This is an optimization exercise on Yosys and OpenROAD, whose aim is small area and a short achievable clock period, not a production implementation.
No functional check of the RTL was part of this run.

## design/flow/config.mk

```make
export PLATFORM = sky130hd
export DESIGN_NAME = pe
export DESIGN_NICKNAME = pe
export VERILOG_FILES = /design/flow/design.v
export SDC_FILE = /design/flow/constraint.sdc
export NUM_CORES = 4
export LEC_CHECK = 0
export CAP_MARGIN = 20
export CORE_MARGIN = 2
export CORE_UTILIZATION = 55
export SETUP_SLACK_MARGIN = 5
export SLEW_MARGIN = 20
export SYNTH_HIERARCHICAL = 1
```

## design/flow/constraint.sdc

```tcl
create_clock -name core_clock -period 11.0 [get_ports {clk}]
set_input_delay 2.2000 -clock core_clock [delete_from_list [all_inputs] [get_ports {clk}]]
set_output_delay 2.2000 -clock core_clock [all_outputs]
set_load 0.01 [all_outputs]
```

## design/flow/design.v

```verilog
`default_nettype none
`timescale 1ns / 1ps
module pe (
    input wire clk,
    input wire rst,
    input wire [15:0] act,
    input wire [15:0] wgt,
    input wire store,
    input wire reuse,
    input wire [3:0] addr,
    input wire update_out,
    output reg [31:0] out
);
    reg [31:0] accg;              
    reg [31:0] bm_r;              
    reg [7:0] one, two, neg;      
    reg [15:0] r1, r2, r3;        
    reg start;
    wire [31:0] acc_next;
    wire a0 = addr == 4'd0;
    wire a1 = addr == 4'd1;
    wire a2 = addr == 4'd2;
    wire a3 = addr == 4'd3;
    wire [15:0] bm = ({16{~reuse}} & wgt) | ({16{reuse & a1}} & r1)
                   | ({16{reuse & a2}} & r2) | ({16{reuse & a3}} & r3);
    wire [31:0] bsel = rst ? 32'd0 : (reuse & a0) ? acc_next : {16'd0, bm};
    wire keep = ~rst & ~start;
    wire [17:0] ax = {1'b0, act, 1'b0};
    wire [7:0] one_d, two_d;
    genvar g;
    generate for (g = 0; g < 8; g = g + 1) begin : enc
        assign one_d[g] = ax[2*g+1] ^ ax[2*g];
        assign two_d[g] = (ax[2*g+2] & ~ax[2*g+1] & ~ax[2*g]) | (~ax[2*g+2] & ax[2*g+1] & ax[2*g]);
    end endgenerate
    wire [32:0] Bx = {bm_r, 1'b0};
    wire [31:0] pp0;
    wire [29:0] pp1;
    wire [27:0] pp2;
    wire [25:0] pp3;
    wire [23:0] pp4;
    wire [21:0] pp5;
    wire [19:0] pp6;
    wire [17:0] pp7;
    generate for (g = 0; g < 32; g = g + 1) begin : pp
        if (g > 0 && g < 32) pe_bsel b0 (.one(one[0]), .two(two[0]), .neg(neg[0]), .b1(Bx[g+1]), .b0(Bx[g]), .p(pp0[g]));
        if (g > 0 && g < 30) pe_bsel b1 (.one(one[1]), .two(two[1]), .neg(neg[1]), .b1(Bx[g+1]), .b0(Bx[g]), .p(pp1[g]));
        if (g > 0 && g < 28) pe_bsel b2 (.one(one[2]), .two(two[2]), .neg(neg[2]), .b1(Bx[g+1]), .b0(Bx[g]), .p(pp2[g]));
        if (g > 0 && g < 26) pe_bsel b3 (.one(one[3]), .two(two[3]), .neg(neg[3]), .b1(Bx[g+1]), .b0(Bx[g]), .p(pp3[g]));
        if (g > 0 && g < 24) pe_bsel b4 (.one(one[4]), .two(two[4]), .neg(neg[4]), .b1(Bx[g+1]), .b0(Bx[g]), .p(pp4[g]));
        if (g > 0 && g < 22) pe_bsel b5 (.one(one[5]), .two(two[5]), .neg(neg[5]), .b1(Bx[g+1]), .b0(Bx[g]), .p(pp5[g]));
        if (g > 0 && g < 20) pe_bsel b6 (.one(one[6]), .two(two[6]), .neg(neg[6]), .b1(Bx[g+1]), .b0(Bx[g]), .p(pp6[g]));
        if (g > 0 && g < 18) pe_bsel b7 (.one(one[7]), .two(two[7]), .neg(neg[7]), .b1(Bx[g+1]), .b0(Bx[g]), .p(pp7[g]));
    end endgenerate
    assign pp0[0] = (one[0] & bm_r[0]) ^ neg[0];
    assign pp1[0] = (one[1] & bm_r[0]) ^ neg[1];
    assign pp2[0] = (one[2] & bm_r[0]) ^ neg[2];
    assign pp3[0] = (one[3] & bm_r[0]) ^ neg[3];
    assign pp4[0] = (one[4] & bm_r[0]) ^ neg[4];
    assign pp5[0] = (one[5] & bm_r[0]) ^ neg[5];
    assign pp6[0] = (one[6] & bm_r[0]) ^ neg[6];
    assign pp7[0] = (one[7] & bm_r[0]) ^ neg[7];
    wire [31:0] acc_s_g = accg;
    wire [15:0] pp8 = {16{neg[7]}} & bm_r[15:0];      
    wire [31:0] n_row = {pp8, 1'b0, neg[7], 1'b0, neg[6], 1'b0, neg[5], 1'b0, neg[4],
                         1'b0, neg[3], 1'b0, neg[2], 1'b0, neg[1], 1'b0, neg[0]};
    wire [31:0] e_row = acc_s_g + n_row;
    wire hs1, hc1;
    pe_ha u0 (.a(e_row[10]), .b(pp0[10]), .s(hs1), .co(hc1));
    wire fs1, fc1;
    pe_fa u1 (.a(e_row[11]), .b(pp0[11]), .c(pp1[9]), .s(fs1), .co(fc1));
    wire fs2, fc2;
    pe_fa u2 (.a(e_row[12]), .b(pp0[12]), .c(pp1[10]), .s(fs2), .co(fc2));
    wire hs2, hc2;
    pe_ha u3 (.a(pp2[8]), .b(pp3[6]), .s(hs2), .co(hc2));
    wire fs3, fc3;
    pe_fa u4 (.a(e_row[13]), .b(pp0[13]), .c(pp1[11]), .s(fs3), .co(fc3));
    wire fs4, fc4;
    pe_fa u5 (.a(pp2[9]), .b(pp3[7]), .c(pp4[5]), .s(fs4), .co(fc4));
    wire fs5, fc5;
    pe_fa u6 (.a(pp0[14]), .b(pp1[12]), .c(pp2[10]), .s(fs5), .co(fc5));
    wire fs6, fc6;
    pe_fa u7 (.a(pp3[8]), .b(pp4[6]), .c(pp5[4]), .s(fs6), .co(fc6));
    wire hs3, hc3;
    pe_ha u8 (.a(pp6[2]), .b(pp7[0]), .s(hs3), .co(hc3));
    wire fs7, fc7;
    pe_fa u9 (.a(pp0[15]), .b(pp1[13]), .c(pp2[11]), .s(fs7), .co(fc7));
    wire fs8, fc8;
    pe_fa u10 (.a(pp3[9]), .b(pp4[7]), .c(pp5[5]), .s(fs8), .co(fc8));
    wire fs9, fc9;
    pe_fa u11 (.a(pp6[3]), .b(pp7[1]), .c(e_row[15]), .s(fs9), .co(fc9));
    wire fs10, fc10;
    pe_fa u12 (.a(pp0[16]), .b(pp1[14]), .c(pp2[12]), .s(fs10), .co(fc10));
    wire fs11, fc11;
    pe_fa u13 (.a(pp3[10]), .b(pp4[8]), .c(pp5[6]), .s(fs11), .co(fc11));
    wire fs12, fc12;
    pe_fa u14 (.a(pp6[4]), .b(pp7[2]), .c(e_row[16]), .s(fs12), .co(fc12));
    wire fs13, fc13;
    pe_fa u15 (.a(pp0[17]), .b(pp1[15]), .c(pp2[13]), .s(fs13), .co(fc13));
    wire fs14, fc14;
    pe_fa u16 (.a(pp3[11]), .b(pp4[9]), .c(pp5[7]), .s(fs14), .co(fc14));
    wire fs15, fc15;
    pe_fa u17 (.a(pp6[5]), .b(pp7[3]), .c(e_row[17]), .s(fs15), .co(fc15));
    wire fs16, fc16;
    pe_fa u18 (.a(pp0[18]), .b(pp1[16]), .c(pp2[14]), .s(fs16), .co(fc16));
    wire fs17, fc17;
    pe_fa u19 (.a(pp3[12]), .b(pp4[10]), .c(pp5[8]), .s(fs17), .co(fc17));
    wire fs18, fc18;
    pe_fa u20 (.a(pp6[6]), .b(pp7[4]), .c(e_row[18]), .s(fs18), .co(fc18));
    wire fs19, fc19;
    pe_fa u21 (.a(pp0[19]), .b(pp1[17]), .c(pp2[15]), .s(fs19), .co(fc19));
    wire fs20, fc20;
    pe_fa u22 (.a(pp3[13]), .b(pp4[11]), .c(pp5[9]), .s(fs20), .co(fc20));
    wire fs21, fc21;
    pe_fa u23 (.a(pp6[7]), .b(pp7[5]), .c(e_row[19]), .s(fs21), .co(fc21));
    wire fs22, fc22;
    pe_fa u24 (.a(pp0[20]), .b(pp1[18]), .c(pp2[16]), .s(fs22), .co(fc22));
    wire fs23, fc23;
    pe_fa u25 (.a(pp3[14]), .b(pp4[12]), .c(pp5[10]), .s(fs23), .co(fc23));
    wire fs24, fc24;
    pe_fa u26 (.a(pp6[8]), .b(pp7[6]), .c(e_row[20]), .s(fs24), .co(fc24));
    wire fs25, fc25;
    pe_fa u27 (.a(pp0[21]), .b(pp1[19]), .c(pp2[17]), .s(fs25), .co(fc25));
    wire fs26, fc26;
    pe_fa u28 (.a(pp3[15]), .b(pp4[13]), .c(pp5[11]), .s(fs26), .co(fc26));
    wire fs27, fc27;
    pe_fa u29 (.a(pp6[9]), .b(pp7[7]), .c(e_row[21]), .s(fs27), .co(fc27));
    wire fs28, fc28;
    pe_fa u30 (.a(pp0[22]), .b(pp1[20]), .c(pp2[18]), .s(fs28), .co(fc28));
    wire fs29, fc29;
    pe_fa u31 (.a(pp3[16]), .b(pp4[14]), .c(pp5[12]), .s(fs29), .co(fc29));
    wire fs30, fc30;
    pe_fa u32 (.a(pp6[10]), .b(pp7[8]), .c(e_row[22]), .s(fs30), .co(fc30));
    wire fs31, fc31;
    pe_fa u33 (.a(pp0[23]), .b(pp1[21]), .c(pp2[19]), .s(fs31), .co(fc31));
    wire fs32, fc32;
    pe_fa u34 (.a(pp3[17]), .b(pp4[15]), .c(pp5[13]), .s(fs32), .co(fc32));
    wire fs33, fc33;
    pe_fa u35 (.a(pp6[11]), .b(pp7[9]), .c(e_row[23]), .s(fs33), .co(fc33));
    wire fs34, fc34;
    pe_fa u36 (.a(pp0[24]), .b(pp1[22]), .c(pp2[20]), .s(fs34), .co(fc34));
    wire fs35, fc35;
    pe_fa u37 (.a(pp3[18]), .b(pp4[16]), .c(pp5[14]), .s(fs35), .co(fc35));
    wire fs36, fc36;
    pe_fa u38 (.a(pp6[12]), .b(pp7[10]), .c(e_row[24]), .s(fs36), .co(fc36));
    wire fs37, fc37;
    pe_fa u39 (.a(pp0[25]), .b(pp1[23]), .c(pp2[21]), .s(fs37), .co(fc37));
    wire fs38, fc38;
    pe_fa u40 (.a(pp3[19]), .b(pp4[17]), .c(pp5[15]), .s(fs38), .co(fc38));
    wire fs39, fc39;
    pe_fa u41 (.a(pp6[13]), .b(pp7[11]), .c(e_row[25]), .s(fs39), .co(fc39));
    wire fs40, fc40;
    pe_fa u42 (.a(pp0[26]), .b(pp1[24]), .c(pp2[22]), .s(fs40), .co(fc40));
    wire fs41, fc41;
    pe_fa u43 (.a(pp3[20]), .b(pp4[18]), .c(pp5[16]), .s(fs41), .co(fc41));
    wire fs42, fc42;
    pe_fa u44 (.a(pp6[14]), .b(pp7[12]), .c(e_row[26]), .s(fs42), .co(fc42));
    wire fs43, fc43;
    pe_fa u45 (.a(pp0[27]), .b(pp1[25]), .c(pp2[23]), .s(fs43), .co(fc43));
    wire fs44, fc44;
    pe_fa u46 (.a(pp3[21]), .b(pp4[19]), .c(pp5[17]), .s(fs44), .co(fc44));
    wire fs45, fc45;
    pe_fa u47 (.a(pp6[15]), .b(pp7[13]), .c(e_row[27]), .s(fs45), .co(fc45));
    wire fs46, fc46;
    pe_fa u48 (.a(pp0[28]), .b(pp1[26]), .c(pp2[24]), .s(fs46), .co(fc46));
    wire fs47, fc47;
    pe_fa u49 (.a(pp3[22]), .b(pp4[20]), .c(pp5[18]), .s(fs47), .co(fc47));
    wire fs48, fc48;
    pe_fa u50 (.a(pp6[16]), .b(pp7[14]), .c(e_row[28]), .s(fs48), .co(fc48));
    wire fs49, fc49;
    pe_fa u51 (.a(pp0[29]), .b(pp1[27]), .c(pp2[25]), .s(fs49), .co(fc49));
    wire fs50, fc50;
    pe_fa u52 (.a(pp3[23]), .b(pp4[21]), .c(pp5[19]), .s(fs50), .co(fc50));
    wire fs51, fc51;
    pe_fa u53 (.a(pp6[17]), .b(pp7[15]), .c(e_row[29]), .s(fs51), .co(fc51));
    wire fs52, fc52;
    pe_fa u54 (.a(pp0[30]), .b(pp1[28]), .c(pp2[26]), .s(fs52), .co(fc52));
    wire fs53, fc53;
    pe_fa u55 (.a(pp3[24]), .b(pp4[22]), .c(pp5[20]), .s(fs53), .co(fc53));
    wire fs54, fc54;
    pe_fa u56 (.a(pp6[18]), .b(pp7[16]), .c(e_row[30]), .s(fs54), .co(fc54));
    wire fs55, fc55;
    pe_fa u57 (.a(pp0[31]), .b(pp1[29]), .c(pp2[27]), .s(fs55), .co(fc55));
    wire fs56, fc56;
    pe_fa u58 (.a(pp3[25]), .b(pp4[23]), .c(pp5[21]), .s(fs56), .co(fc56));
    wire fs57, fc57;
    pe_fa u59 (.a(pp6[19]), .b(pp7[17]), .c(e_row[31]), .s(fs57), .co(fc57));
    wire hs4, hc4;
    pe_ha u60 (.a(e_row[6]), .b(pp0[6]), .s(hs4), .co(hc4));
    wire fs58, fc58;
    pe_fa u61 (.a(e_row[7]), .b(pp0[7]), .c(pp1[5]), .s(fs58), .co(fc58));
    wire fs59, fc59;
    pe_fa u62 (.a(e_row[8]), .b(pp0[8]), .c(pp1[6]), .s(fs59), .co(fc59));
    wire hs5, hc5;
    pe_ha u63 (.a(pp2[4]), .b(pp3[2]), .s(hs5), .co(hc5));
    wire fs60, fc60;
    pe_fa u64 (.a(e_row[9]), .b(pp0[9]), .c(pp1[7]), .s(fs60), .co(fc60));
    wire fs61, fc61;
    pe_fa u65 (.a(pp2[5]), .b(pp3[3]), .c(pp4[1]), .s(fs61), .co(fc61));
    wire fs62, fc62;
    pe_fa u66 (.a(pp1[8]), .b(pp2[6]), .c(pp3[4]), .s(fs62), .co(fc62));
    wire fs63, fc63;
    pe_fa u67 (.a(pp4[2]), .b(pp5[0]), .c(hs1), .s(fs63), .co(fc63));
    wire fs64, fc64;
    pe_fa u68 (.a(pp2[7]), .b(pp3[5]), .c(pp4[3]), .s(fs64), .co(fc64));
    wire fs65, fc65;
    pe_fa u69 (.a(pp5[1]), .b(hc1), .c(fs1), .s(fs65), .co(fc65));
    wire fs66, fc66;
    pe_fa u70 (.a(pp4[4]), .b(pp5[2]), .c(pp6[0]), .s(fs66), .co(fc66));
    wire fs67, fc67;
    pe_fa u71 (.a(hs2), .b(fc1), .c(fs2), .s(fs67), .co(fc67));
    wire fs68, fc68;
    pe_fa u72 (.a(pp5[3]), .b(pp6[1]), .c(hc2), .s(fs68), .co(fc68));
    wire fs69, fc69;
    pe_fa u73 (.a(fc2), .b(fs3), .c(fs4), .s(fs69), .co(fc69));
    wire fs70, fc70;
    pe_fa u74 (.a(e_row[14]), .b(hs3), .c(fc3), .s(fs70), .co(fc70));
    wire fs71, fc71;
    pe_fa u75 (.a(fc4), .b(fs5), .c(fs6), .s(fs71), .co(fc71));
    wire fs72, fc72;
    pe_fa u76 (.a(hc3), .b(fc5), .c(fc6), .s(fs72), .co(fc72));
    wire fs73, fc73;
    pe_fa u77 (.a(fs7), .b(fs8), .c(fs9), .s(fs73), .co(fc73));
    wire fs74, fc74;
    pe_fa u78 (.a(fc7), .b(fc8), .c(fs10), .s(fs74), .co(fc74));
    wire fs75, fc75;
    pe_fa u79 (.a(fs11), .b(fc9), .c(fs12), .s(fs75), .co(fc75));
    wire fs76, fc76;
    pe_fa u80 (.a(fc10), .b(fc11), .c(fs13), .s(fs76), .co(fc76));
    wire fs77, fc77;
    pe_fa u81 (.a(fs14), .b(fc12), .c(fs15), .s(fs77), .co(fc77));
    wire fs78, fc78;
    pe_fa u82 (.a(fc13), .b(fc14), .c(fs16), .s(fs78), .co(fc78));
    wire fs79, fc79;
    pe_fa u83 (.a(fs17), .b(fc15), .c(fs18), .s(fs79), .co(fc79));
    wire fs80, fc80;
    pe_fa u84 (.a(fc16), .b(fc17), .c(fs19), .s(fs80), .co(fc80));
    wire fs81, fc81;
    pe_fa u85 (.a(fs20), .b(fc18), .c(fs21), .s(fs81), .co(fc81));
    wire fs82, fc82;
    pe_fa u86 (.a(fc19), .b(fc20), .c(fs22), .s(fs82), .co(fc82));
    wire fs83, fc83;
    pe_fa u87 (.a(fs23), .b(fc21), .c(fs24), .s(fs83), .co(fc83));
    wire fs84, fc84;
    pe_fa u88 (.a(fc22), .b(fc23), .c(fs25), .s(fs84), .co(fc84));
    wire fs85, fc85;
    pe_fa u89 (.a(fs26), .b(fc24), .c(fs27), .s(fs85), .co(fc85));
    wire fs86, fc86;
    pe_fa u90 (.a(fc25), .b(fc26), .c(fs28), .s(fs86), .co(fc86));
    wire fs87, fc87;
    pe_fa u91 (.a(fs29), .b(fc27), .c(fs30), .s(fs87), .co(fc87));
    wire fs88, fc88;
    pe_fa u92 (.a(fc28), .b(fc29), .c(fs31), .s(fs88), .co(fc88));
    wire fs89, fc89;
    pe_fa u93 (.a(fs32), .b(fc30), .c(fs33), .s(fs89), .co(fc89));
    wire fs90, fc90;
    pe_fa u94 (.a(fc31), .b(fc32), .c(fs34), .s(fs90), .co(fc90));
    wire fs91, fc91;
    pe_fa u95 (.a(fs35), .b(fc33), .c(fs36), .s(fs91), .co(fc91));
    wire fs92, fc92;
    pe_fa u96 (.a(fc34), .b(fc35), .c(fs37), .s(fs92), .co(fc92));
    wire fs93, fc93;
    pe_fa u97 (.a(fs38), .b(fc36), .c(fs39), .s(fs93), .co(fc93));
    wire fs94, fc94;
    pe_fa u98 (.a(fc37), .b(fc38), .c(fs40), .s(fs94), .co(fc94));
    wire fs95, fc95;
    pe_fa u99 (.a(fs41), .b(fc39), .c(fs42), .s(fs95), .co(fc95));
    wire fs96, fc96;
    pe_fa u100 (.a(fc40), .b(fc41), .c(fs43), .s(fs96), .co(fc96));
    wire fs97, fc97;
    pe_fa u101 (.a(fs44), .b(fc42), .c(fs45), .s(fs97), .co(fc97));
    wire fs98, fc98;
    pe_fa u102 (.a(fc43), .b(fc44), .c(fs46), .s(fs98), .co(fc98));
    wire fs99, fc99;
    pe_fa u103 (.a(fs47), .b(fc45), .c(fs48), .s(fs99), .co(fc99));
    wire fs100, fc100;
    pe_fa u104 (.a(fc46), .b(fc47), .c(fs49), .s(fs100), .co(fc100));
    wire fs101, fc101;
    pe_fa u105 (.a(fs50), .b(fc48), .c(fs51), .s(fs101), .co(fc101));
    wire fs102, fc102;
    pe_fa u106 (.a(fc49), .b(fc50), .c(fs52), .s(fs102), .co(fc102));
    wire fs103, fc103;
    pe_fa u107 (.a(fs53), .b(fc51), .c(fs54), .s(fs103), .co(fc103));
    wire fs104, fc104;
    pe_fa u108 (.a(fc52), .b(fc53), .c(fs55), .s(fs104), .co(fc104));
    wire fs105, fc105;
    pe_fa u109 (.a(fs56), .b(fc54), .c(fs57), .s(fs105), .co(fc105));
    wire hs6, hc6;
    pe_ha u110 (.a(e_row[4]), .b(pp0[4]), .s(hs6), .co(hc6));
    wire fs106, fc106;
    pe_fa u111 (.a(e_row[5]), .b(pp0[5]), .c(pp1[3]), .s(fs106), .co(fc106));
    wire fs107, fc107;
    pe_fa u112 (.a(pp1[4]), .b(pp2[2]), .c(pp3[0]), .s(fs107), .co(fc107));
    wire fs108, fc108;
    pe_fa u113 (.a(pp2[3]), .b(pp3[1]), .c(hc4), .s(fs108), .co(fc108));
    wire fs109, fc109;
    pe_fa u114 (.a(pp4[0]), .b(hs5), .c(fc58), .s(fs109), .co(fc109));
    wire fs110, fc110;
    pe_fa u115 (.a(hc5), .b(fc59), .c(fs60), .s(fs110), .co(fc110));
    wire fs111, fc111;
    pe_fa u116 (.a(fc60), .b(fc61), .c(fs62), .s(fs111), .co(fc111));
    wire fs112, fc112;
    pe_fa u117 (.a(fc62), .b(fs64), .c(fc63), .s(fs112), .co(fc112));
    wire fs113, fc113;
    pe_fa u118 (.a(fc64), .b(fs66), .c(fc65), .s(fs113), .co(fc113));
    wire fs114, fc114;
    pe_fa u119 (.a(fc66), .b(fs68), .c(fc67), .s(fs114), .co(fc114));
    wire fs115, fc115;
    pe_fa u120 (.a(fc68), .b(fs70), .c(fc69), .s(fs115), .co(fc115));
    wire fs116, fc116;
    pe_fa u121 (.a(fc70), .b(fc71), .c(fs72), .s(fs116), .co(fc116));
    wire fs117, fc117;
    pe_fa u122 (.a(fc72), .b(fs74), .c(fc73), .s(fs117), .co(fc117));
    wire fs118, fc118;
    pe_fa u123 (.a(fc74), .b(fs76), .c(fc75), .s(fs118), .co(fc118));
    wire fs119, fc119;
    pe_fa u124 (.a(fc76), .b(fs78), .c(fc77), .s(fs119), .co(fc119));
    wire fs120, fc120;
    pe_fa u125 (.a(fc78), .b(fs80), .c(fc79), .s(fs120), .co(fc120));
    wire fs121, fc121;
    pe_fa u126 (.a(fc80), .b(fs82), .c(fc81), .s(fs121), .co(fc121));
    wire fs122, fc122;
    pe_fa u127 (.a(fc82), .b(fs84), .c(fc83), .s(fs122), .co(fc122));
    wire fs123, fc123;
    pe_fa u128 (.a(fc84), .b(fs86), .c(fc85), .s(fs123), .co(fc123));
    wire fs124, fc124;
    pe_fa u129 (.a(fc86), .b(fs88), .c(fc87), .s(fs124), .co(fc124));
    wire fs125, fc125;
    pe_fa u130 (.a(fc88), .b(fs90), .c(fc89), .s(fs125), .co(fc125));
    wire fs126, fc126;
    pe_fa u131 (.a(fc90), .b(fs92), .c(fc91), .s(fs126), .co(fc126));
    wire fs127, fc127;
    pe_fa u132 (.a(fc92), .b(fs94), .c(fc93), .s(fs127), .co(fc127));
    wire fs128, fc128;
    pe_fa u133 (.a(fc94), .b(fs96), .c(fc95), .s(fs128), .co(fc128));
    wire fs129, fc129;
    pe_fa u134 (.a(fc96), .b(fs98), .c(fc97), .s(fs129), .co(fc129));
    wire fs130, fc130;
    pe_fa u135 (.a(fc98), .b(fs100), .c(fc99), .s(fs130), .co(fc130));
    wire fs131, fc131;
    pe_fa u136 (.a(fc100), .b(fs102), .c(fc101), .s(fs131), .co(fc131));
    wire fs132, fc132;
    pe_fa u137 (.a(fc102), .b(fs104), .c(fc103), .s(fs132), .co(fc132));
    wire hs7, hc7;
    pe_ha u138 (.a(e_row[2]), .b(pp0[2]), .s(hs7), .co(hc7));
    wire fs133, fc133;
    pe_fa u139 (.a(e_row[3]), .b(pp0[3]), .c(pp1[1]), .s(fs133), .co(fc133));
    wire fs134, fc134;
    pe_fa u140 (.a(pp1[2]), .b(pp2[0]), .c(hs6), .s(fs134), .co(fc134));
    wire fs135, fc135;
    pe_fa u141 (.a(pp2[1]), .b(hc6), .c(fs106), .s(fs135), .co(fc135));
    wire fs136, fc136;
    pe_fa u142 (.a(hs4), .b(fc106), .c(fs107), .s(fs136), .co(fc136));
    wire fs137, fc137;
    pe_fa u143 (.a(fc107), .b(fs58), .c(fs108), .s(fs137), .co(fc137));
    wire fs138, fc138;
    pe_fa u144 (.a(fs59), .b(fc108), .c(fs109), .s(fs138), .co(fc138));
    wire fs139, fc139;
    pe_fa u145 (.a(fs61), .b(fc109), .c(fs110), .s(fs139), .co(fc139));
    wire fs140, fc140;
    pe_fa u146 (.a(fs63), .b(fc110), .c(fs111), .s(fs140), .co(fc140));
    wire fs141, fc141;
    pe_fa u147 (.a(fc111), .b(fs65), .c(fs112), .s(fs141), .co(fc141));
    wire fs142, fc142;
    pe_fa u148 (.a(fs67), .b(fc112), .c(fs113), .s(fs142), .co(fc142));
    wire fs143, fc143;
    pe_fa u149 (.a(fs69), .b(fc113), .c(fs114), .s(fs143), .co(fc143));
    wire fs144, fc144;
    pe_fa u150 (.a(fs71), .b(fc114), .c(fs115), .s(fs144), .co(fc144));
    wire fs145, fc145;
    pe_fa u151 (.a(fs73), .b(fc115), .c(fs116), .s(fs145), .co(fc145));
    wire fs146, fc146;
    pe_fa u152 (.a(fs75), .b(fc116), .c(fs117), .s(fs146), .co(fc146));
    wire fs147, fc147;
    pe_fa u153 (.a(fs77), .b(fc117), .c(fs118), .s(fs147), .co(fc147));
    wire fs148, fc148;
    pe_fa u154 (.a(fs79), .b(fc118), .c(fs119), .s(fs148), .co(fc148));
    wire fs149, fc149;
    pe_fa u155 (.a(fs81), .b(fc119), .c(fs120), .s(fs149), .co(fc149));
    wire fs150, fc150;
    pe_fa u156 (.a(fs83), .b(fc120), .c(fs121), .s(fs150), .co(fc150));
    wire fs151, fc151;
    pe_fa u157 (.a(fs85), .b(fc121), .c(fs122), .s(fs151), .co(fc151));
    wire fs152, fc152;
    pe_fa u158 (.a(fs87), .b(fc122), .c(fs123), .s(fs152), .co(fc152));
    wire fs153, fc153;
    pe_fa u159 (.a(fs89), .b(fc123), .c(fs124), .s(fs153), .co(fc153));
    wire fs154, fc154;
    pe_fa u160 (.a(fs91), .b(fc124), .c(fs125), .s(fs154), .co(fc154));
    wire fs155, fc155;
    pe_fa u161 (.a(fs93), .b(fc125), .c(fs126), .s(fs155), .co(fc155));
    wire fs156, fc156;
    pe_fa u162 (.a(fs95), .b(fc126), .c(fs127), .s(fs156), .co(fc156));
    wire fs157, fc157;
    pe_fa u163 (.a(fs97), .b(fc127), .c(fs128), .s(fs157), .co(fc157));
    wire fs158, fc158;
    pe_fa u164 (.a(fs99), .b(fc128), .c(fs129), .s(fs158), .co(fc158));
    wire fs159, fc159;
    pe_fa u165 (.a(fs101), .b(fc129), .c(fs130), .s(fs159), .co(fc159));
    wire fs160, fc160;
    pe_fa u166 (.a(fs103), .b(fc130), .c(fs131), .s(fs160), .co(fc160));
    wire fs161, fc161;
    pe_fa u167 (.a(fs105), .b(fc131), .c(fs132), .s(fs161), .co(fc161));
    wire [31:0] row_a = {fc160, fc159, fc158, fc157, fc156, fc155, fc154, fc153, fc152, fc151, fc150, fc149, fc148, fc147, fc146, fc145, fc144, fc143, fc142, fc141, fc140, fc139, fc138, fc137, fc136, fc135, fc134, fc133, hc7, pp1[0], e_row[1], e_row[0]};
    wire [31:0] row_b = {fs161, fs160, fs159, fs158, fs157, fs156, fs155, fs154, fs153, fs152, fs151, fs150, fs149, fs148, fs147, fs146, fs145, fs144, fs143, fs142, fs141, fs140, fs139, fs138, fs137, fs136, fs135, fs134, fs133, hs7, pp0[1], pp0[0]};
    wire [31:0] cg0 = row_a & row_b;
    wire [31:0] cp0 = row_a ^ row_b;
    wire [31:0] cg1, cp1;
    assign cg1[0] = cg0[0]; assign cp1[0] = cp0[0];
    assign cg1[1] = cg0[1] | (cp0[1] & cg0[0]); assign cp1[1] = cp0[1] & cp0[0];
    assign cg1[2] = cg0[2] | (cp0[2] & cg0[1]); assign cp1[2] = cp0[2] & cp0[1];
    assign cg1[3] = cg0[3] | (cp0[3] & cg0[2]); assign cp1[3] = cp0[3] & cp0[2];
    assign cg1[4] = cg0[4] | (cp0[4] & cg0[3]); assign cp1[4] = cp0[4] & cp0[3];
    assign cg1[5] = cg0[5] | (cp0[5] & cg0[4]); assign cp1[5] = cp0[5] & cp0[4];
    assign cg1[6] = cg0[6] | (cp0[6] & cg0[5]); assign cp1[6] = cp0[6] & cp0[5];
    assign cg1[7] = cg0[7] | (cp0[7] & cg0[6]); assign cp1[7] = cp0[7] & cp0[6];
    assign cg1[8] = cg0[8] | (cp0[8] & cg0[7]); assign cp1[8] = cp0[8] & cp0[7];
    assign cg1[9] = cg0[9] | (cp0[9] & cg0[8]); assign cp1[9] = cp0[9] & cp0[8];
    assign cg1[10] = cg0[10] | (cp0[10] & cg0[9]); assign cp1[10] = cp0[10] & cp0[9];
    assign cg1[11] = cg0[11] | (cp0[11] & cg0[10]); assign cp1[11] = cp0[11] & cp0[10];
    assign cg1[12] = cg0[12] | (cp0[12] & cg0[11]); assign cp1[12] = cp0[12] & cp0[11];
    assign cg1[13] = cg0[13] | (cp0[13] & cg0[12]); assign cp1[13] = cp0[13] & cp0[12];
    assign cg1[14] = cg0[14] | (cp0[14] & cg0[13]); assign cp1[14] = cp0[14] & cp0[13];
    assign cg1[15] = cg0[15] | (cp0[15] & cg0[14]); assign cp1[15] = cp0[15] & cp0[14];
    assign cg1[16] = cg0[16] | (cp0[16] & cg0[15]); assign cp1[16] = cp0[16] & cp0[15];
    assign cg1[17] = cg0[17] | (cp0[17] & cg0[16]); assign cp1[17] = cp0[17] & cp0[16];
    assign cg1[18] = cg0[18] | (cp0[18] & cg0[17]); assign cp1[18] = cp0[18] & cp0[17];
    assign cg1[19] = cg0[19] | (cp0[19] & cg0[18]); assign cp1[19] = cp0[19] & cp0[18];
    assign cg1[20] = cg0[20] | (cp0[20] & cg0[19]); assign cp1[20] = cp0[20] & cp0[19];
    assign cg1[21] = cg0[21] | (cp0[21] & cg0[20]); assign cp1[21] = cp0[21] & cp0[20];
    assign cg1[22] = cg0[22] | (cp0[22] & cg0[21]); assign cp1[22] = cp0[22] & cp0[21];
    assign cg1[23] = cg0[23] | (cp0[23] & cg0[22]); assign cp1[23] = cp0[23] & cp0[22];
    assign cg1[24] = cg0[24] | (cp0[24] & cg0[23]); assign cp1[24] = cp0[24] & cp0[23];
    assign cg1[25] = cg0[25] | (cp0[25] & cg0[24]); assign cp1[25] = cp0[25] & cp0[24];
    assign cg1[26] = cg0[26] | (cp0[26] & cg0[25]); assign cp1[26] = cp0[26] & cp0[25];
    assign cg1[27] = cg0[27] | (cp0[27] & cg0[26]); assign cp1[27] = cp0[27] & cp0[26];
    assign cg1[28] = cg0[28] | (cp0[28] & cg0[27]); assign cp1[28] = cp0[28] & cp0[27];
    assign cg1[29] = cg0[29] | (cp0[29] & cg0[28]); assign cp1[29] = cp0[29] & cp0[28];
    assign cg1[30] = cg0[30] | (cp0[30] & cg0[29]); assign cp1[30] = cp0[30] & cp0[29];
    assign cg1[31] = cg0[31] | (cp0[31] & cg0[30]); assign cp1[31] = cp0[31] & cp0[30];
    wire [31:0] cg2, cp2;
    assign cg2[0] = cg1[0]; assign cp2[0] = cp1[0];
    assign cg2[1] = cg1[1]; assign cp2[1] = cp1[1];
    assign cg2[2] = cg1[2] | (cp1[2] & cg1[0]); assign cp2[2] = cp1[2] & cp1[0];
    assign cg2[3] = cg1[3] | (cp1[3] & cg1[1]); assign cp2[3] = cp1[3] & cp1[1];
    assign cg2[4] = cg1[4] | (cp1[4] & cg1[2]); assign cp2[4] = cp1[4] & cp1[2];
    assign cg2[5] = cg1[5] | (cp1[5] & cg1[3]); assign cp2[5] = cp1[5] & cp1[3];
    assign cg2[6] = cg1[6] | (cp1[6] & cg1[4]); assign cp2[6] = cp1[6] & cp1[4];
    assign cg2[7] = cg1[7] | (cp1[7] & cg1[5]); assign cp2[7] = cp1[7] & cp1[5];
    assign cg2[8] = cg1[8] | (cp1[8] & cg1[6]); assign cp2[8] = cp1[8] & cp1[6];
    assign cg2[9] = cg1[9] | (cp1[9] & cg1[7]); assign cp2[9] = cp1[9] & cp1[7];
    assign cg2[10] = cg1[10] | (cp1[10] & cg1[8]); assign cp2[10] = cp1[10] & cp1[8];
    assign cg2[11] = cg1[11] | (cp1[11] & cg1[9]); assign cp2[11] = cp1[11] & cp1[9];
    assign cg2[12] = cg1[12] | (cp1[12] & cg1[10]); assign cp2[12] = cp1[12] & cp1[10];
    assign cg2[13] = cg1[13] | (cp1[13] & cg1[11]); assign cp2[13] = cp1[13] & cp1[11];
    assign cg2[14] = cg1[14] | (cp1[14] & cg1[12]); assign cp2[14] = cp1[14] & cp1[12];
    assign cg2[15] = cg1[15] | (cp1[15] & cg1[13]); assign cp2[15] = cp1[15] & cp1[13];
    assign cg2[16] = cg1[16] | (cp1[16] & cg1[14]); assign cp2[16] = cp1[16] & cp1[14];
    assign cg2[17] = cg1[17] | (cp1[17] & cg1[15]); assign cp2[17] = cp1[17] & cp1[15];
    assign cg2[18] = cg1[18] | (cp1[18] & cg1[16]); assign cp2[18] = cp1[18] & cp1[16];
    assign cg2[19] = cg1[19] | (cp1[19] & cg1[17]); assign cp2[19] = cp1[19] & cp1[17];
    assign cg2[20] = cg1[20] | (cp1[20] & cg1[18]); assign cp2[20] = cp1[20] & cp1[18];
    assign cg2[21] = cg1[21] | (cp1[21] & cg1[19]); assign cp2[21] = cp1[21] & cp1[19];
    assign cg2[22] = cg1[22] | (cp1[22] & cg1[20]); assign cp2[22] = cp1[22] & cp1[20];
    assign cg2[23] = cg1[23] | (cp1[23] & cg1[21]); assign cp2[23] = cp1[23] & cp1[21];
    assign cg2[24] = cg1[24] | (cp1[24] & cg1[22]); assign cp2[24] = cp1[24] & cp1[22];
    assign cg2[25] = cg1[25] | (cp1[25] & cg1[23]); assign cp2[25] = cp1[25] & cp1[23];
    assign cg2[26] = cg1[26] | (cp1[26] & cg1[24]); assign cp2[26] = cp1[26] & cp1[24];
    assign cg2[27] = cg1[27] | (cp1[27] & cg1[25]); assign cp2[27] = cp1[27] & cp1[25];
    assign cg2[28] = cg1[28] | (cp1[28] & cg1[26]); assign cp2[28] = cp1[28] & cp1[26];
    assign cg2[29] = cg1[29] | (cp1[29] & cg1[27]); assign cp2[29] = cp1[29] & cp1[27];
    assign cg2[30] = cg1[30] | (cp1[30] & cg1[28]); assign cp2[30] = cp1[30] & cp1[28];
    assign cg2[31] = cg1[31] | (cp1[31] & cg1[29]); assign cp2[31] = cp1[31] & cp1[29];
    wire [31:0] cg3, cp3;
    assign cg3[0] = cg2[0]; assign cp3[0] = cp2[0];
    assign cg3[1] = cg2[1]; assign cp3[1] = cp2[1];
    assign cg3[2] = cg2[2]; assign cp3[2] = cp2[2];
    assign cg3[3] = cg2[3]; assign cp3[3] = cp2[3];
    assign cg3[4] = cg2[4] | (cp2[4] & cg2[0]); assign cp3[4] = cp2[4] & cp2[0];
    assign cg3[5] = cg2[5] | (cp2[5] & cg2[1]); assign cp3[5] = cp2[5] & cp2[1];
    assign cg3[6] = cg2[6] | (cp2[6] & cg2[2]); assign cp3[6] = cp2[6] & cp2[2];
    assign cg3[7] = cg2[7] | (cp2[7] & cg2[3]); assign cp3[7] = cp2[7] & cp2[3];
    assign cg3[8] = cg2[8] | (cp2[8] & cg2[4]); assign cp3[8] = cp2[8] & cp2[4];
    assign cg3[9] = cg2[9] | (cp2[9] & cg2[5]); assign cp3[9] = cp2[9] & cp2[5];
    assign cg3[10] = cg2[10] | (cp2[10] & cg2[6]); assign cp3[10] = cp2[10] & cp2[6];
    assign cg3[11] = cg2[11] | (cp2[11] & cg2[7]); assign cp3[11] = cp2[11] & cp2[7];
    assign cg3[12] = cg2[12] | (cp2[12] & cg2[8]); assign cp3[12] = cp2[12] & cp2[8];
    assign cg3[13] = cg2[13] | (cp2[13] & cg2[9]); assign cp3[13] = cp2[13] & cp2[9];
    assign cg3[14] = cg2[14] | (cp2[14] & cg2[10]); assign cp3[14] = cp2[14] & cp2[10];
    assign cg3[15] = cg2[15] | (cp2[15] & cg2[11]); assign cp3[15] = cp2[15] & cp2[11];
    assign cg3[16] = cg2[16] | (cp2[16] & cg2[12]); assign cp3[16] = cp2[16] & cp2[12];
    assign cg3[17] = cg2[17] | (cp2[17] & cg2[13]); assign cp3[17] = cp2[17] & cp2[13];
    assign cg3[18] = cg2[18] | (cp2[18] & cg2[14]); assign cp3[18] = cp2[18] & cp2[14];
    assign cg3[19] = cg2[19] | (cp2[19] & cg2[15]); assign cp3[19] = cp2[19] & cp2[15];
    assign cg3[20] = cg2[20] | (cp2[20] & cg2[16]); assign cp3[20] = cp2[20] & cp2[16];
    assign cg3[21] = cg2[21] | (cp2[21] & cg2[17]); assign cp3[21] = cp2[21] & cp2[17];
    assign cg3[22] = cg2[22] | (cp2[22] & cg2[18]); assign cp3[22] = cp2[22] & cp2[18];
    assign cg3[23] = cg2[23] | (cp2[23] & cg2[19]); assign cp3[23] = cp2[23] & cp2[19];
    assign cg3[24] = cg2[24] | (cp2[24] & cg2[20]); assign cp3[24] = cp2[24] & cp2[20];
    assign cg3[25] = cg2[25] | (cp2[25] & cg2[21]); assign cp3[25] = cp2[25] & cp2[21];
    assign cg3[26] = cg2[26] | (cp2[26] & cg2[22]); assign cp3[26] = cp2[26] & cp2[22];
    assign cg3[27] = cg2[27] | (cp2[27] & cg2[23]); assign cp3[27] = cp2[27] & cp2[23];
    assign cg3[28] = cg2[28] | (cp2[28] & cg2[24]); assign cp3[28] = cp2[28] & cp2[24];
    assign cg3[29] = cg2[29] | (cp2[29] & cg2[25]); assign cp3[29] = cp2[29] & cp2[25];
    assign cg3[30] = cg2[30] | (cp2[30] & cg2[26]); assign cp3[30] = cp2[30] & cp2[26];
    assign cg3[31] = cg2[31] | (cp2[31] & cg2[27]); assign cp3[31] = cp2[31] & cp2[27];
    wire [31:0] cg4, cp4;
    assign cg4[0] = cg3[0]; assign cp4[0] = cp3[0];
    assign cg4[1] = cg3[1]; assign cp4[1] = cp3[1];
    assign cg4[2] = cg3[2]; assign cp4[2] = cp3[2];
    assign cg4[3] = cg3[3]; assign cp4[3] = cp3[3];
    assign cg4[4] = cg3[4]; assign cp4[4] = cp3[4];
    assign cg4[5] = cg3[5]; assign cp4[5] = cp3[5];
    assign cg4[6] = cg3[6]; assign cp4[6] = cp3[6];
    assign cg4[7] = cg3[7]; assign cp4[7] = cp3[7];
    assign cg4[8] = cg3[8] | (cp3[8] & cg3[0]); assign cp4[8] = cp3[8] & cp3[0];
    assign cg4[9] = cg3[9] | (cp3[9] & cg3[1]); assign cp4[9] = cp3[9] & cp3[1];
    assign cg4[10] = cg3[10] | (cp3[10] & cg3[2]); assign cp4[10] = cp3[10] & cp3[2];
    assign cg4[11] = cg3[11] | (cp3[11] & cg3[3]); assign cp4[11] = cp3[11] & cp3[3];
    assign cg4[12] = cg3[12] | (cp3[12] & cg3[4]); assign cp4[12] = cp3[12] & cp3[4];
    assign cg4[13] = cg3[13] | (cp3[13] & cg3[5]); assign cp4[13] = cp3[13] & cp3[5];
    assign cg4[14] = cg3[14] | (cp3[14] & cg3[6]); assign cp4[14] = cp3[14] & cp3[6];
    assign cg4[15] = cg3[15] | (cp3[15] & cg3[7]); assign cp4[15] = cp3[15] & cp3[7];
    assign cg4[16] = cg3[16] | (cp3[16] & cg3[8]); assign cp4[16] = cp3[16] & cp3[8];
    assign cg4[17] = cg3[17] | (cp3[17] & cg3[9]); assign cp4[17] = cp3[17] & cp3[9];
    assign cg4[18] = cg3[18] | (cp3[18] & cg3[10]); assign cp4[18] = cp3[18] & cp3[10];
    assign cg4[19] = cg3[19] | (cp3[19] & cg3[11]); assign cp4[19] = cp3[19] & cp3[11];
    assign cg4[20] = cg3[20] | (cp3[20] & cg3[12]); assign cp4[20] = cp3[20] & cp3[12];
    assign cg4[21] = cg3[21] | (cp3[21] & cg3[13]); assign cp4[21] = cp3[21] & cp3[13];
    assign cg4[22] = cg3[22] | (cp3[22] & cg3[14]); assign cp4[22] = cp3[22] & cp3[14];
    assign cg4[23] = cg3[23] | (cp3[23] & cg3[15]); assign cp4[23] = cp3[23] & cp3[15];
    assign cg4[24] = cg3[24] | (cp3[24] & cg3[16]); assign cp4[24] = cp3[24] & cp3[16];
    assign cg4[25] = cg3[25] | (cp3[25] & cg3[17]); assign cp4[25] = cp3[25] & cp3[17];
    assign cg4[26] = cg3[26] | (cp3[26] & cg3[18]); assign cp4[26] = cp3[26] & cp3[18];
    assign cg4[27] = cg3[27] | (cp3[27] & cg3[19]); assign cp4[27] = cp3[27] & cp3[19];
    assign cg4[28] = cg3[28] | (cp3[28] & cg3[20]); assign cp4[28] = cp3[28] & cp3[20];
    assign cg4[29] = cg3[29] | (cp3[29] & cg3[21]); assign cp4[29] = cp3[29] & cp3[21];
    assign cg4[30] = cg3[30] | (cp3[30] & cg3[22]); assign cp4[30] = cp3[30] & cp3[22];
    assign cg4[31] = cg3[31] | (cp3[31] & cg3[23]); assign cp4[31] = cp3[31] & cp3[23];
    wire [31:0] cg5, cp5;
    assign cg5[0] = cg4[0]; assign cp5[0] = cp4[0];
    assign cg5[1] = cg4[1]; assign cp5[1] = cp4[1];
    assign cg5[2] = cg4[2]; assign cp5[2] = cp4[2];
    assign cg5[3] = cg4[3]; assign cp5[3] = cp4[3];
    assign cg5[4] = cg4[4]; assign cp5[4] = cp4[4];
    assign cg5[5] = cg4[5]; assign cp5[5] = cp4[5];
    assign cg5[6] = cg4[6]; assign cp5[6] = cp4[6];
    assign cg5[7] = cg4[7]; assign cp5[7] = cp4[7];
    assign cg5[8] = cg4[8]; assign cp5[8] = cp4[8];
    assign cg5[9] = cg4[9]; assign cp5[9] = cp4[9];
    assign cg5[10] = cg4[10]; assign cp5[10] = cp4[10];
    assign cg5[11] = cg4[11]; assign cp5[11] = cp4[11];
    assign cg5[12] = cg4[12]; assign cp5[12] = cp4[12];
    assign cg5[13] = cg4[13]; assign cp5[13] = cp4[13];
    assign cg5[14] = cg4[14]; assign cp5[14] = cp4[14];
    assign cg5[15] = cg4[15]; assign cp5[15] = cp4[15];
    assign cg5[16] = cg4[16] | (cp4[16] & cg4[0]); assign cp5[16] = cp4[16] & cp4[0];
    assign cg5[17] = cg4[17] | (cp4[17] & cg4[1]); assign cp5[17] = cp4[17] & cp4[1];
    assign cg5[18] = cg4[18] | (cp4[18] & cg4[2]); assign cp5[18] = cp4[18] & cp4[2];
    assign cg5[19] = cg4[19] | (cp4[19] & cg4[3]); assign cp5[19] = cp4[19] & cp4[3];
    assign cg5[20] = cg4[20] | (cp4[20] & cg4[4]); assign cp5[20] = cp4[20] & cp4[4];
    assign cg5[21] = cg4[21] | (cp4[21] & cg4[5]); assign cp5[21] = cp4[21] & cp4[5];
    assign cg5[22] = cg4[22] | (cp4[22] & cg4[6]); assign cp5[22] = cp4[22] & cp4[6];
    assign cg5[23] = cg4[23] | (cp4[23] & cg4[7]); assign cp5[23] = cp4[23] & cp4[7];
    assign cg5[24] = cg4[24] | (cp4[24] & cg4[8]); assign cp5[24] = cp4[24] & cp4[8];
    assign cg5[25] = cg4[25] | (cp4[25] & cg4[9]); assign cp5[25] = cp4[25] & cp4[9];
    assign cg5[26] = cg4[26] | (cp4[26] & cg4[10]); assign cp5[26] = cp4[26] & cp4[10];
    assign cg5[27] = cg4[27] | (cp4[27] & cg4[11]); assign cp5[27] = cp4[27] & cp4[11];
    assign cg5[28] = cg4[28] | (cp4[28] & cg4[12]); assign cp5[28] = cp4[28] & cp4[12];
    assign cg5[29] = cg4[29] | (cp4[29] & cg4[13]); assign cp5[29] = cp4[29] & cp4[13];
    assign cg5[30] = cg4[30] | (cp4[30] & cg4[14]); assign cp5[30] = cp4[30] & cp4[14];
    assign cg5[31] = cg4[31] | (cp4[31] & cg4[15]); assign cp5[31] = cp4[31] & cp4[15];
    assign acc_next = cp0 ^ {cg5[30:0], 1'b0};
    always @(posedge clk) begin
        bm_r <= bsel;
        one <= one_d;
        two <= two_d;
        neg <= {act[15], act[13], act[11], act[9], act[7], act[5], act[3], act[1]};
        accg <= {32{keep}} & acc_next;
        if (rst) begin
            r1 <= 16'd0;
            r2 <= 16'd0;
            r3 <= 16'd0;
            out <= 32'd0;
            start <= 1'b0;
        end else begin
            if (store && a1) r1 <= wgt;
            if (store && a2) r2 <= wgt;
            if (store && a3) r3 <= wgt;
            if (update_out) out <= acc_next;
            start <= update_out;
        end
    end
endmodule
module pe_bsel (input wire one, input wire two, input wire neg, input wire b1, input wire b0, output wire p);
    assign p = ((one & b1) | (two & b0)) ^ neg;
endmodule
module pe_fa (input wire a, input wire b, input wire c, output wire s, output wire co);
    assign s = a ^ b ^ c;
    assign co = (a & b) | (a & c) | (b & c);
endmodule
module pe_ha (input wire a, input wire b, output wire s, output wire co);
    assign s = a ^ b;
    assign co = a & b;
endmodule
```

## design/flow/flow/run.sh

```bash
#!/bin/bash
# Layout flow: the standard synthesis unchanged; after the floorplan every
# combinational cell is set to its smallest drive strength (downsize.tcl), then the standard flow's
# standard layout continues, with timing repair upsizing what the timing needs.
set -euo pipefail
here=$(pwd)
bash standard.sh synth > synth.log 2>&1
bash standard.sh floorplan > floorplan.log 2>&1
odb=$(ls $here/orfs/results/*/pe/base/2_floorplan.odb)
DS_ODB=$odb openroad -no_init -exit flow/downsize.tcl > downsize.log 2>&1
bash standard.sh 'BUFFER_PORTS_ARGS=-buffer_cell sky130_fd_sc_hd__buf_2' SETUP_SLACK_MARGIN=6 finish > layout.log 2>&1
```

## design/flow/flow/downsize.tcl

```tcl
# Set every combinational standard cell to the smallest drive strength of the same
# function; timing repair later in the flow upsizes the cells that need it.
# Flip-flops, tap cells and port buffers are left alone.
set odb_file $::env(DS_ODB)
read_db $odb_file
set db [ord::get_db]
set block [ord::get_db_block]
set skip {dfxtp dfxbp dfrtp dfrbp dfstp dfsbp edfxtp sdfxtp tapvpwrvgnd conb clkbuf clkinv}
set n 0
foreach inst [$block getInsts] {
  set m [$inst getMaster]
  set name [$m getName]
  if {![regexp {^sky130_fd_sc_hd__(\w+)_(\d+)$} $name -> base drive]} { continue }
  if {[lsearch -exact $skip $base] >= 0} { continue }
  set best ""
  set best_area [expr {[$m getWidth] * [$m getHeight]}]
  foreach d {0 1 2} {
    if {$d >= $drive} { break }
    set cand [$db findMaster "sky130_fd_sc_hd__${base}_$d"]
    if {$cand eq "NULL" || $cand eq ""} { continue }
    set a [expr {[$cand getWidth] * [$cand getHeight]}]
    if {$a < $best_area} { set best $cand; set best_area $a }
  }
  if {$best ne ""} {
    $inst swapMaster $best
    incr n
  }
}
puts "downsized $n instances"
write_db $odb_file
```

## design/flow/standard.sh

```bash
#!/bin/bash
# synth_recipe.tcl (not shown) runs the flow's synth.tcl, then flattens the netlist and writes it again
# the make line also repeats each setting of config.mk as NAME=value (left out here)
make -C /OpenROAD-flow-scripts/flow DESIGN_CONFIG=/design/flow/config.mk WORK_HOME=/design/flow/orfs CLKGATE_MAP_FILE= SYNTH_SCRIPT=/design/flow/synth_recipe.tcl "${@:-finish}"
```

==> flow_summary_export.csv <==
group,metric,value,unit
sta,maxSlewHeadroom,35.2,%
worst_setup_path,crit_arrival,6.29,ns
detailed_routing,vias_per_cell,6.47,
grt,grt_pass1_wl,86.6,mm
detailed_routing,first_pass_iters,7,
grt,grt_max_degree,89,
detailed_routing,wl_met1,24.6,mm
yosys,synthesis.instances,1717,
detailed_routing,vias,14800,
min_path,min_from,"r1[2]",
sta,clock_skew,0.0142,ns
min_path,min_path_type,"reg -> reg",
worst_setup_path,path_class,"reg -> reg",
yosys,yosys_warnings,7,
grt,antenna_found_initial,2,
yosys,mappedNetlistNets,1982,
finish,fill_cells,2425,
sta,fin_crit_sh,53.9,%
placed_design,numPortBuffers,72,
detailed_routing,dr_wl_met3,6.52,mm
die,initial_core_util,56.2,%
yosys,ys_seq_area_share,20.2,%
clocking,cts_buffers,17,
clocking,root_buffer,"clkbuf_16",
detailed_routing,ant_nets,0,
grt,grt_pass1_vias,14200,
clocking,clkTransAtPathRegs,0.07,ns
die,die_w,179,um
yosys,synth.avg_cell_area,9.77,sq um
grt,grtUsageTotal,36.5,%
sta,setup_viol,0,
detailed_routing,routed_wl,57.9,mm
yosys,ys_types,72,
worst_setup_path,start_kind,"flip-flop",
placed_design,gp_congestion,0.931,
die,die_h,179,um
yosys,synth_top_area_share,20.2,%
sta,drv_slew,0,
worst_setup_path,timing.rr.start,"neg[4]",
sta,rsz0062_at_grt,"yes",
worst_setup_path,path_max_fanout,6,
yosys,synth-async-reset-ratio,0,%
worst_setup_path,end_kind,"flip-flop",
yosys,synth_edf_count,0,
yosys,yosys_register_bits,169,
die,io_pins,73,
worst_setup_path,r2r_slack,5.07,ns
finish,fin_nets,2144,
clocking,clkLatencyLatePin,0.47,ns
yosys,netlist_area,16800,sq um
status,status,"finished clean",
clocking,clock-sinks,169,
sta,clock.fmax,169,MHz
worst_setup_path,r2r_cells,19,
placed_design,dp_hpwl,40.2,mm
finish,layout-drive-gt1-share,25.2,%
detailed_routing,wl_met2,25.2,mm
die,design.die.area,31900,sq um
detailed_routing,drt_iter0_drc,1612,
detailed_routing,drc,0,
die,row_count,63,
finish,area_growth,17.8,%
run,cap_violations,0,
yosys,synth_top_cell_by_area,"dfxtp_1",
yosys,ys.flop_type,"dfxtp_1",
worst_setup_path,cp-startpoint,"neg[4]",
clocking,ctsHoldBuffers,0,
finish,final_cell_mix,"219 x xnor2_1, 192 x a22oi_1, 176 x nand2_1, 160 x dfxtp_1, 139 x fa_1",
finish,layout_commonest_cell,"xnor2_1",
clocking,htree_levels,4,
sta,fin_tns_setup,0,ns
clocking,clock_path_buffers,2,
die,fp.coreArea,29900,sq um
worst_setup_path,endpoint,"out[28]",
sta,fin_crit,5.93,ns
worst_setup_path,cp.required,11.36,ns
detailed_routing,top_layer,"met4",
worst_setup_path,r2r_end,"out[28]",
sta,fin_ws,5.07,ns
detailed_routing,drt-wirelength-per-cell,25.4,um
yosys,synthTopCellsByArea,"dfxtp_1 20%, fa_1 19%, a22oi_2 14%, xnor2_1 12%, ha_1 4.6%",
grt,overflow,0,
clocking,cts_tree,"yes",
placed_design,dp_slack,4.28,ns
sta,finalHoldViolCount,0,
sta,worstMarginPinSlew,0.972,ns
routing by layer:
layer,global-route usage [%],vias to the layer above
met2,52.5,741
met3,13.1,104
met4,11.2,0
li1,-,6535
met1,51.2,7397
met5,0,-
worst min path at each step:
stage | end | depth (start not counted) | slack [ns]
2_1_floorplan | r1[11] | 2 | 0.43
5_1_grt | r3[3] | 2 | 0.47
3_3_place_gp | r1[2] | 2 | 0.44
6_report | r1[2] | 2 | 0.45
3_5_place_dp | r1[13] | 2 | 0.44
4_1_cts | r1[13] | 2 | 0.45
metrics by stage:
step	hold WS [ns]	instance area, sq um	util [%]	instances
after floorplan	0.433	16800	-	1717
after global placement	0.439	16700	55.8	2158
after detailed placement	0.443	16700	55.8	2158
after CTS	0.454	18800	62.9	2245
after global routing	0.471	19800	66.2	2282
final	0.452	19800	66.2	2283
logic make-up after synthesis:
family / synth area share (%)
compound gates: 27.4
buf+inv: 1.89
fa+ha+maj: 24.0
flops: 20.2
simple gates: 12.7
mux: 0.477
xor+xnor: 13.4
modules after synthesis (local to each module, per instance):
module / cells / cell area (sq um) / copies in the design
pe_bsel: 2 / 21.3 / 192
pe: 1165 / 9380 / 1
pe_ha: 1 / 12.5 / 7
pe_fa: 1 / 20.0 / 161
synthesized netlist by cell type, types with 9 or more instances:
library cell / instances
clkbuf_1: 47
and2_1: 23
dfxtp_1: 169
a21oi_1: 109
o21bai_1: 11
a22oi_2: 192
fa_1: 162
nand3_1: 17
a211oi_1: 33
nand4_1: 14
nand2_1: 187
a21o_1: 29
o21ai_0: 39
nand3b_1: 9
nand2b_1: 13
nor3_1: 31
xnor2_1: 226
a221oi_1: 14
xor2_1: 31
o21a_1: 10
inv_1: 19
and3_1: 14
buf_2: 11
a31oi_1: 13
ha_1: 62
nor2_1: 102
final cells by class:
class | instances | area [sq um] | area share (%)
sequential | 169 | 3410 | 17.3
inverter | 20 | 77.6 | 0.392
tap | 390 | 488 | 2.47
clock buffer | 18 | 439 | 2.22
antenna | 1 | 2.50 | 0.0127
clock inverter | 14 | 154 | 0.779
multi-input combinational | 1467 | 13600 | 68.8
timing repair buffer | 204 | 1590 | 8.04
critical path: stages (launching register included):
cell and delay (ns):
dfxtp_4 0.36, buf_12 0.13, ha_4 0.28, nand4_1 0.18, nor4_4 0.31, nor4b_2 0.09, buf_4 0.17, nor3b_2 0.17
xor2_1 0.21, fa_1 0.50, fa_2 0.41, fa_1 0.47, fa_2 0.59, ha_4 0.24, a21o_4 0.23, a21o_1 0.19
a21o_4 0.24, o311a_1 0.38, or3_4 0.39, a32o_1 0.25
state kept, by name, summed over array words and instances (netlist names):
name / count
one: 8
start: 1
neg: 8
r3: 16
r1: 16
r2: 16
bm_r: 32
two: 8
accg: 32
out: 32
timing repair:
action	in CTS	in global routing
gates cloned	3	0
gates resized for setup	205	151
pin swaps	77	114
setup endpoints to repair	57	62
setup buffers	52	37

[static timing again, ports no longer ideal]
Ports are ideal in the flow. The routed layout listed here was re-timed in OpenROAD. Step 1: set_driving_cell puts a clkbuf_16 on clk and a buf_2 on each other input, an assumption about the parent block. Step 2 moves the port delays by t, midway between the first and last clock arrival at a register: inputs arrive t later, outputs are due t later. That takes back most of the time a late clock gives input paths. Three values: ideal ports, drivers, drivers and shift; two values: the first two.
t, ns: 0.520
slack for setup (ns): 5.069 / 5.069 / 5.069
worst slew at a driven data input, ns: 0.05
After both steps setup and hold are still met in this run. The setup slack of this run moves by 0.000 ns with the drivers and by 0.000 ns with both steps.
